Source: an optimization exercise on an open RTL-to-GDS flow (aim: small area). Production flows keep margins and buffers that such runs may drop. Only simulation tests tie the RTL to the original design; equivalence was not proved. No driver is modelled on the clock port, so clock power and skew are understated where the tree is cut down; a real chip needs a root buffer or a tree. No activity file was given, so power comes from the tool's default toggle rates.

job 1381:
Design LC3, start of the top module:
module LC3(reset, clk, mem_addr, mem_wdata, mem_we, mem_rdata);
	input reset, clk;
	output [15:0] mem_addr, mem_wdata;
	output mem_we;
	input [15:0] mem_rdata;
	reg [3:0] ph;
	reg clr, p2;
	reg [15:0] ir, pc, mdr;
	reg [15:0] r0, r1, r2, r3, r4, r5, r6, r7;
	reg f1, f0;	 
	reg ac, pcc;
	wire first = ~clr & ~p2 & (ph == 4'd0);
	wire [15:0] ire = first ? mem_rdata : ir;
	wire [3:0] op = ire[15:12];
	wire isADD = (op == 4'b0001);
	wire isAND = (op == 4'b0101);
	wire isNOT = (op == 4'b1001);
	wire isBR  = (op == 4'b0000);
	wire isLD  = (op == 4'b0010);
	wire isST  = (op == 4'b0011);
	wire isJSR = (op == 4'b0100);
	wire isJMP = (op == 4'b1100);
	wire isALU = isADD | isAND | isNOT;
	wire [7:0] tail = {r7[0], r6[0], r5[0], r4[0], r3[0], r2[0], r1[0], r0[0]};
	wire [2:0] sa = isST ? ire[11:9] : ire[8:6];
	wire a = tail[sa];
	wire rb = tail[ire[2:0]];
	reg [3:0] idx;
	always @(*) begin
		if (isALU) idx = (ph > 4'd4) ? 4'd4 : ph;
		else if (isJSR) idx = (ph > 4'd10) ? 4'd10 : ph;
		else idx = (ph > 4'd8) ? 4'd8 : ph;
	end
	wire obit = ire[idx];
	wire b = ire[5] ? obit : rb;
	wire acin = (ph == 4'd0) ? 1'b0 : ac;
	wire asum = a ^ b ^ acin;
	wire ar = isADD ? asum : isAND ? (a & b) : ~a;
  ...
Size: roughly 190 flip-flops, about 51 I/O pins.
clock: 7.0 ns
lec_check: 0
abc_area: 1
cap_margin: 20
core_margin: 2
core_utilization: 70
cts_buf_list: sky130_fd_sc_hd__clkbuf_2 sky130_fd_sc_hd__clkbuf_4 sky130_fd_sc_hd__clkbuf_8
slew_margin: 20
standard.sh (not shown) runs the stock make flow with config.mk's settings and CLKGATE_MAP_FILE= SYNTH_SCRIPT=/design/flow/synth_recipe.tcl, a recipe that flattens the netlist after the stock synthesis.
==> flow/flow/run.sh <==
#!/bin/bash
set -euo pipefail
bash standard.sh "BUFFER_PORTS_ARGS=-buffer_cell sky130_fd_sc_hd__buf_1" finish > standard_flow.log 2>&1
> inputs changed (job 1381 -> job 5310)
==> flow/flow/run.sh <==
#!/bin/bash
# The standard layout, with two changes:
#  - synthesis maps the logic with ABC's area-oriented amap (flow/abc_area.script) instead of
#    ORFS's area script; otherwise it is synth_recipe.tcl unchanged (same registers and names)
#  - the port buffers use the smallest buffer cell
set -euo pipefail
here=$(pwd)
{
  echo "proc abc {args} { set i [lsearch \$args -script]; if {\$i >= 0} { lset args [expr {\$i+1}] $here/flow/abc_area.script }; yosys abc {*}\$args }"
  cat synth_recipe.tcl
} > own_synth.tcl
bash standard.sh "SYNTH_SCRIPT=$here/own_synth.tcl" "BUFFER_PORTS_ARGS=-buffer_cell sky130_fd_sc_hd__buf_1" "CTS_ARGS=-sink_clustering_enable -repair_clock_nets -dont_use_dummy_load -buf_list {sky130_fd_sc_hd__clkbuf_2 sky130_fd_sc_hd__clkbuf_4 sky130_fd_sc_hd__clkbuf_8}" finish > standard_flow.log 2>&1
==> flow/flow/abc_area.script (new file) <==
strash
dch
amap
topo
Findings:
Higher power per cell area was reported by job 5310, not job 1381. Job 5310 vs. job 1381: sum of met3 wire segment lengths after detailed routing now smaller; average cell area after synthesis now sits higher. When job 5310 is measured against job 1381, its pin slew with the least headroom to its limit turns out 56 ps lower. Per the comparison of job 5310 with job 1381, setup slack lower; clock group share of total power lower; required time at the endpoint of the critical path higher.
The following lists how job 8711 was set up differently from job 5310:
-- flow/flow/run.sh --
<<< job 5310, line 11
} > own_synth.tcl
bash standard.sh "SYNTH_SCRIPT=$here/own_synth.tcl" "BUFFER_PORTS_ARGS=-buffer_cell sky130_fd_sc_hd__buf_1" "CTS_ARGS=-sink_clustering_enable -repair_clock_nets -dont_use_dummy_load -buf_list {sky130_fd_sc_hd__clkbuf_2 sky130_fd_sc_hd__clkbuf_4 sky130_fd_sc_hd__clkbuf_8}" finish > standard_flow.log 2>&1
>>> job 8711, line 11
} > own_synth.tcl
bash standard.sh "SYNTH_SCRIPT=$here/own_synth.tcl" "BUFFER_PORTS_ARGS=-buffer_cell sky130_fd_sc_hd__buf_1" finish > standard_flow.log 2>&1
==> results.txt <==
For job 5310 and job 8711, there was not a single run that failed to finish clean. The lower part of the cycle the worst path needs of job 5310 and job 8711 is in job 5310. Diff job 5310 -> job 8711 | clock tree cell share of total cell area | increase of 3.3 points. Total power draw is lower on job 5310. Of job 5310 and job 8711, the lower worst voltage drop across the vdd grid belongs to job 8711. Taking job 5310 as the reference point, the average detailed-routed wire length per instance of job 8711 rises by about 3.4%. Clock-pin slew on the worst setup and hold paths across job 5310 and job 8711: no real change.

========
Another version of the RTL of LC3 (not shown whole).
Size: ~380 cells after synthesis, roughly 51 I/O pins.
## LC3
module LC3(reset, clk, mem_addr, mem_wdata, mem_we, mem_rdata);
	input reset, clk;
	output [15:0] mem_addr, mem_wdata;
	output mem_we;
	input [15:0] mem_rdata;
	reg [3:0] ph;
	reg clr, p2;
	reg [15:0] irr;
	reg [15:0] pc, mdr;
	reg [15:0] r0, r1, r2, r3, r4, r5, r6, r7;
	reg f1, f0;	 
	reg cy;
	wire first = ~clr & ~p2 & (ph == 4'd0);
	wire [15:0] ir = {irr[15:4], 1'b0, irr[2:0]};
	wire [15:0] ire = first ? mem_rdata : ir;
	wire [3:0] op = ire[15:12];
	wire isADD = (op == 4'b0001);
	wire isAND = (op == 4'b0101);
	wire isNOT = (op == 4'b1001);
	wire isBR  = (op == 4'b0000);
	wire isLD  = (op == 4'b0010);
	wire isST  = (op == 4'b0011);
	wire isJSR = (op == 4'b0100);
	wire isJMP = (op == 4'b1100);
	wire isALU = isADD | isAND | isNOT;
	wire isMEM = isLD | isST;
	wire [7:0] tail = {r7[0], r6[0], r5[0], r4[0], r3[0], r2[0], r1[0], r0[0]};
	wire [2:0] sa = (isALU & ~p2) ? ire[2:0] : isMEM ? ire[11:9] : ire[8:6];
	wire a = tail[sa];
	wire ext = isALU ? (ph > 4'd4) : isJSR ? (ph > 4'd10) : (ph > 4'd8);
	wire sgn = isALU ? ir[4] : isJSR ? ir[10] : ir[8];
	wire obit = first ? mem_rdata[0] : ext ? sgn : mdr[0];
	wire alu2 = p2 & isALU;
	wire taken = (~f1 & f0 & ire[11]) | (f1 & ~f0 & ire[10]) | (f1 & f0 & ire[9]);
	wire x = (alu2 | isJMP | (p2 & isMEM)) ? a : pc[0];
	wire q = (p2 ? isJSR : ((isBR & taken) | isMEM)) & obit;
	wire y = alu2 ? mdr[0] : q;
  ...
==> flow/config.mk <==
export PLATFORM = sky130hd
export DESIGN_NAME = LC3
export DESIGN_NICKNAME = LC3
export VERILOG_FILES = /design/flow/design.v
export SDC_FILE = /design/flow/constraint.sdc
export NUM_CORES = 4
export LEC_CHECK = 0
export ABC_AREA = 1
export CAP_MARGIN = 20
export CORE_MARGIN = 2
export CORE_UTILIZATION = 85
export CTS_BUF_LIST = sky130_fd_sc_hd__clkbuf_2 sky130_fd_sc_hd__clkbuf_4 sky130_fd_sc_hd__clkbuf_8
export SLEW_MARGIN = 20
==> flow/constraint.sdc <==
create_clock -name core_clock -period 7.0 [get_ports {clk}]
set_input_delay 1.4000 -clock core_clock [delete_from_list [all_inputs] [get_ports {clk}]]
set_output_delay 1.4000 -clock core_clock [all_outputs]
set_load 0.01 [all_outputs]
==> flow/flow/run.sh <==
#!/bin/bash
# The standard layout, with three changes:
#  - synthesis maps the logic with ABC's area-oriented amap (flow/abc_area.script) instead of
#    ORFS's area script; otherwise it is synth_recipe.tcl unchanged (same registers and names)
#  - the port buffers use the smallest buffer cell
#  - the clock tree is built by flow/cts_pre.tcl instead of TritonCTS
set -euo pipefail
here=$(pwd)
{
  echo "proc abc {args} { set i [lsearch \$args -script]; if {\$i >= 0} { lset args [expr {\$i+1}] $here/flow/abc_area.script }; yosys abc {*}\$args }"
  cat synth_recipe.tcl
} > own_synth.tcl
bash standard.sh "SYNTH_SCRIPT=$here/own_synth.tcl" "BUFFER_PORTS_ARGS=-buffer_cell sky130_fd_sc_hd__buf_1" "PRE_CTS_TCL=$here/flow/cts_pre.tcl" finish > standard_flow.log 2>&1
Other scripts of this flow, unchanged in this note and not shown: flow/flow/abc_area.script, flow/flow/clock_tree.tcl, flow/flow/cts_pre.tcl
The baseline failed in global routing on GRT-0116.
Next try:
--- a/flow/config.mk
+++ b/flow/config.mk
@@ -9,5 +9,5 @@
 export CAP_MARGIN = 20
 export CORE_MARGIN = 2
-export CORE_UTILIZATION = 85
+export CORE_UTILIZATION = 70
 export CTS_BUF_LIST = sky130_fd_sc_hd__clkbuf_2 sky130_fd_sc_hd__clkbuf_4 sky130_fd_sc_hd__clkbuf_8
 export SLEW_MARGIN = 20
After rerunning: The new run completed without violations; synthesized cell count does not change; synthesized area is unchanged.
In the second run of this note the design's own scripts or RTL, not TritonCTS, make the clock network.

## re-timing with driven ports
How much do the figures lean on ideal ports? The routed layouts below were timed once more, with nothing changed but the port constraints. Step 1 (the two cells are an assumption about what drives the block):
set clk [get_ports {clk}]
set_driving_cell -lib_cell sky130_fd_sc_hd__clkbuf_16 $clk
set_driving_cell -lib_cell sky130_fd_sc_hd__buf_2 [delete_from_list [all_inputs] $clk]
Step 2 adds t to the input delays and takes it off the output delays; t is the mean of the earliest and latest rising clock arrival at the registers after step 1. Input paths then give back, and output paths get back, about the clock's delay inside the block. Three values: ideal ports, drivers, drivers and shift; two values: the first two.
| run | t (ns) | setup slack, ns | clock arrival spread, ns | slew at the worst register clock pin (ns) | pins driven straight from the clock port |
|---|---|---|---|---|---|
| job 1381 | 0.477 | 2.374 / 2.341 / 2.368 | 0.021 / 0.021 | 0.11 / 0.11 | 1 |
| job 5310 | 0.448 | 0.699 / 0.699 / 0.699 | 0.042 / 0.042 | 0.09 / 0.09 | 1 |
| job 8711 | 0.467 | 0.605 / 0.605 / 0.605 | 0.023 / 0.023 | 0.10 / 0.10 | 1 |
| the second run of note 2 | 0.431 | 0.703 / 0.703 / 0.703 | 0.015 / 0.016 | 0.11 / 0.11 | 1 |
After both steps every run listed still meets setup and hold. For job 1381, which loses most, drivers alone change the setup slack by -0.033 ns; drivers and shift together by -0.006 ns.
